What follows belongs to an exercise in optimizing a design on an open flow for small area; a production flow would make more cautious choices.
In this exercise RTL edits were held to simulation tests only and were not proved equivalent to the original.
Power figures rest on the tool's default switching activity, not on a simulated workload.

==> inputs of trial 35 <==
Design obstacledodger, start of the top module:
module obstacledodger
	(
		CLOCK_50,						 
		resetn,							 
		start_n,						 
		x,
		y,
		colour,
		plot
	);
==> module obstacledodger, before the edit <==
module obstacledodger
	(
		CLOCK_50,						 
		resetn,							 
		start_n,						 
		x,
		y,
		colour,
		plot
	);
	input			CLOCK_50;				 
	input			resetn;
	input			start_n;
	output	[7:0]	x;
	output	[6:0]	y;
	output	[2:0]	colour;
	output			plot;
	localparam [14:0] P_FIRST  = 15'd23336;   
	localparam [14:0] P_PERIOD = 15'd25004;   
	reg rst_d, ld_d;
	always @(posedge CLOCK_50) begin
		rst_d <= resetn;
		ld_d  <= ~start_n;
	end
	reg  [1:0] st;
	wire [1:0] st_n;
	assign st_n[0] = rst_d & ld_d & ~st[1];
	assign st_n[1] = rst_d & (st[1] | (st[0] & ~ld_d));
	always @(posedge CLOCK_50) st <= st_n;
	assign plot = ~st_n[0];
	wire draw   = ~st[0];
	wire setoff = st[1];
	reg [14:0] pc, oc;
	wire tick_p = setoff & (pc == 15'd0);
	wire tick_o = draw   & (oc == 15'd0);
	always @(posedge CLOCK_50) begin
		if (!rst_d)
			pc <= P_FIRST;
		else if (setoff)
			pc <= (pc == 15'd0) ? P_PERIOD : pc - 15'd1;
		if (!rst_d)
			oc <= P_FIRST;
		else if (draw)
			oc <= (oc == 15'd0) ? P_PERIOD : oc - 15'd1;
	end
	reg [4:0] cnt;
	always @(posedge CLOCK_50) begin
		if (!rst_d)
			cnt <= 5'd0;
		else if (draw)
			cnt <= cnt + 5'd1;
	end
	reg [6:0] ty;
	reg s, down, ocol;
	wire ozero = (ty == 7'd0) & down & ~ocol;    
	always @(posedge CLOCK_50) begin
		if (!rst_d) begin
			ty   <= 7'd0;
			s    <= 1'b1;
			down <= 1'b1;
			ocol <= 1'b0;
		end else if (tick_o) begin
			ocol <= ~ocol;
			if (!ozero)
				ty <= s ? ty + 7'd1 : ty - 7'd1;
			s <= down;
			if (ty >= 7'd104)
				down <= 1'b0;
			if (ty == 7'd0)
				down <= 1'b1;
		end
	end
	reg [7:0] tx;
	reg first, b;
	reg [1:0] wh;
	reg b_n;
	reg [1:0] wh_n;
	always @(*) begin
		b_n  = b;
		wh_n = wh;
		if (!rst_d) begin
			b_n  = 1'b1;
			wh_n = 2'd0;
		end else if (tick_p) begin
			if (b)
				b_n = 1'b0;
			else begin
				wh_n = wh + 2'd1;
				b_n  = (wh == 2'd1) ? ocol : 1'b1;
			end
		end
	end
	always @(posedge CLOCK_50) begin
		b  <= b_n;
		wh <= wh_n;
		if (!rst_d) begin
			tx    <= 8'd10;
			first <= 1'b1;
		end else if (tick_p) begin
			if (!first)
				tx <= tx + 8'd1;
			first <= 1'b0;
		end
	end
	assign colour = {1'b0, b_n & (wh_n != 2'd2), b_n & (wh_n == 2'd2)};
	wire pl = (wh == 2'd0);
	assign x = pl ? tx + {6'd0, cnt[1:0]} : 8'd60 + {7'd0, cnt[4]};
	assign y = pl ? 7'd58 + {5'd0, cnt[3:2]} : ty + {3'd0, cnt[3:0]};
endmodule
Settings: LEC_CHECK=0, CAP_MARGIN=20, CORE_MARGIN=2, CORE_UTILIZATION=40, SLEW_MARGIN=20; clock period 10.0 ns.
run.sh (not shown) runs the stock make flow with config.mk's settings and CLKGATE_MAP_FILE= SYNTH_SCRIPT=/design/flow/synth_recipe.tcl, a recipe that flattens the netlist after the stock synthesis.
==> trial 56 (differences from trial 35) <==
--- a/flow/design.v
+++ b/flow/design.v
@@ -17,4 +17,2 @@
 	output			plot;
-	localparam [14:0] P_FIRST  = 15'd23336;   
-	localparam [14:0] P_PERIOD = 15'd25004;   
 	reg rst_d, ld_d;
@@ -32,14 +30,20 @@
 	wire setoff = st[1];
+	localparam [14:0] T_END = 15'h7739;
+	localparam [14:0] T_RST = 15'h363a;
 	reg [14:0] pc, oc;
-	wire tick_p = setoff & (pc == 15'd0);
-	wire tick_o = draw   & (oc == 15'd0);
+	wire pc_end = (pc == T_END);
+	wire oc_end = (oc == T_END);
+	wire tick_p = setoff & pc_end;
+	wire tick_o = draw   & oc_end;
+	wire [14:0] pc_step = pc_end ? 15'd0 : {pc[13:0], ~(pc[14] ^ pc[13])};
+	wire [14:0] oc_step = oc_end ? 15'd0 : {oc[13:0], ~(oc[14] ^ oc[13])};
 	always @(posedge CLOCK_50) begin
+		if (!rst_d || !setoff)
+			pc <= T_RST;
+		else
+			pc <= pc_step;
 		if (!rst_d)
-			pc <= P_FIRST;
-		else if (setoff)
-			pc <= (pc == 15'd0) ? P_PERIOD : pc - 15'd1;
-		if (!rst_d)
-			oc <= P_FIRST;
+			oc <= T_RST;
 		else if (draw)
-			oc <= (oc == 15'd0) ? P_PERIOD : oc - 15'd1;
+			oc <= oc_step;
 	end
==> flow/flow/run.sh (new file) <==
#!/bin/bash
# Standard ORFS layout with smaller port buffers and a clock tree without
# dummy loads. Each tool's full output stays in orfs/logs/; make's own
# output goes to flow.log here.
set -euo pipefail
export CTS_ARGS="-sink_clustering_enable -repair_clock_nets -dont_use_dummy_load -buf_list {sky130_fd_sc_hd__clkbuf_2 sky130_fd_sc_hd__clkbuf_4} -sink_clustering_size 30"
export BUFFER_PORTS_ARGS="-buffer_cell sky130_fd_sc_hd__buf_1"
bash standard.sh finish > flow.log 2>&1
==> flow/standard.sh (new file) <==
#!/bin/bash
# synth_recipe.tcl (not shown) runs the flow's synth.tcl, then flattens the netlist and writes it again
# the make line also repeats each setting of config.mk as NAME=value (left out here)
make -C /OpenROAD-flow-scripts/flow DESIGN_CONFIG=/design/flow/config.mk WORK_HOME=/design/flow/orfs CLKGATE_MAP_FILE= SYNTH_SCRIPT=/design/flow/synth_recipe.tcl "${@:-finish}"
removed: flow/run.sh
==> comparison <==
In trial 56 the first-iteration DRC count is higher than in trial 35, by about 30%. Trial 35 finished clean. Trial 56 finished with timing, DRC and antenna clean. Against trial 56, the core utilization of trial 35 is higher by 2.1 points. Sequential share of layout area: trial 35 is lower than trial 56 (6.1 points). In trial 56 the clock skew is higher than in trial 35, by 42 ps. In critical path depth, trial 35 and trial 56 do not differ. Between trial 35 and trial 56, the lower total power is in trial 56 (gap 24%, measured against trial 56). In trial 35 the area after synthesis is larger than in trial 56, by 14%.

[what the ideal ports hide]
The results above use ideal ports. As a check the final layouts listed here were re-extracted and re-timed, cells and wires unchanged.
Step 1, drivers: a clkbuf_16 drives CLOCK_50 and a buf_2 each remaining input, both assumed.
Step 2 adds t to the input delays and takes it off the output delays; t is the mean of the earliest and latest rising clock arrival at the registers after step 1. Input paths then give back, and output paths get back, about the clock's delay inside the block.
Three values: ideal, step 1, step 2; two values: the first two.
run | t (ns) | slack for setup (ns) | worst hold slack (ns) | worst slew at a driven data input, ns
trial 35 | 0.354 | 5.143 / 5.116 / 5.470 | 0.492 / 0.492 / 0.492 | 0.03
trial 56 | 0.410 | 5.145 / 5.118 / 5.528 | 0.443 / 0.443 / 0.443 | 0.03
After both steps every run listed still meets setup and hold.
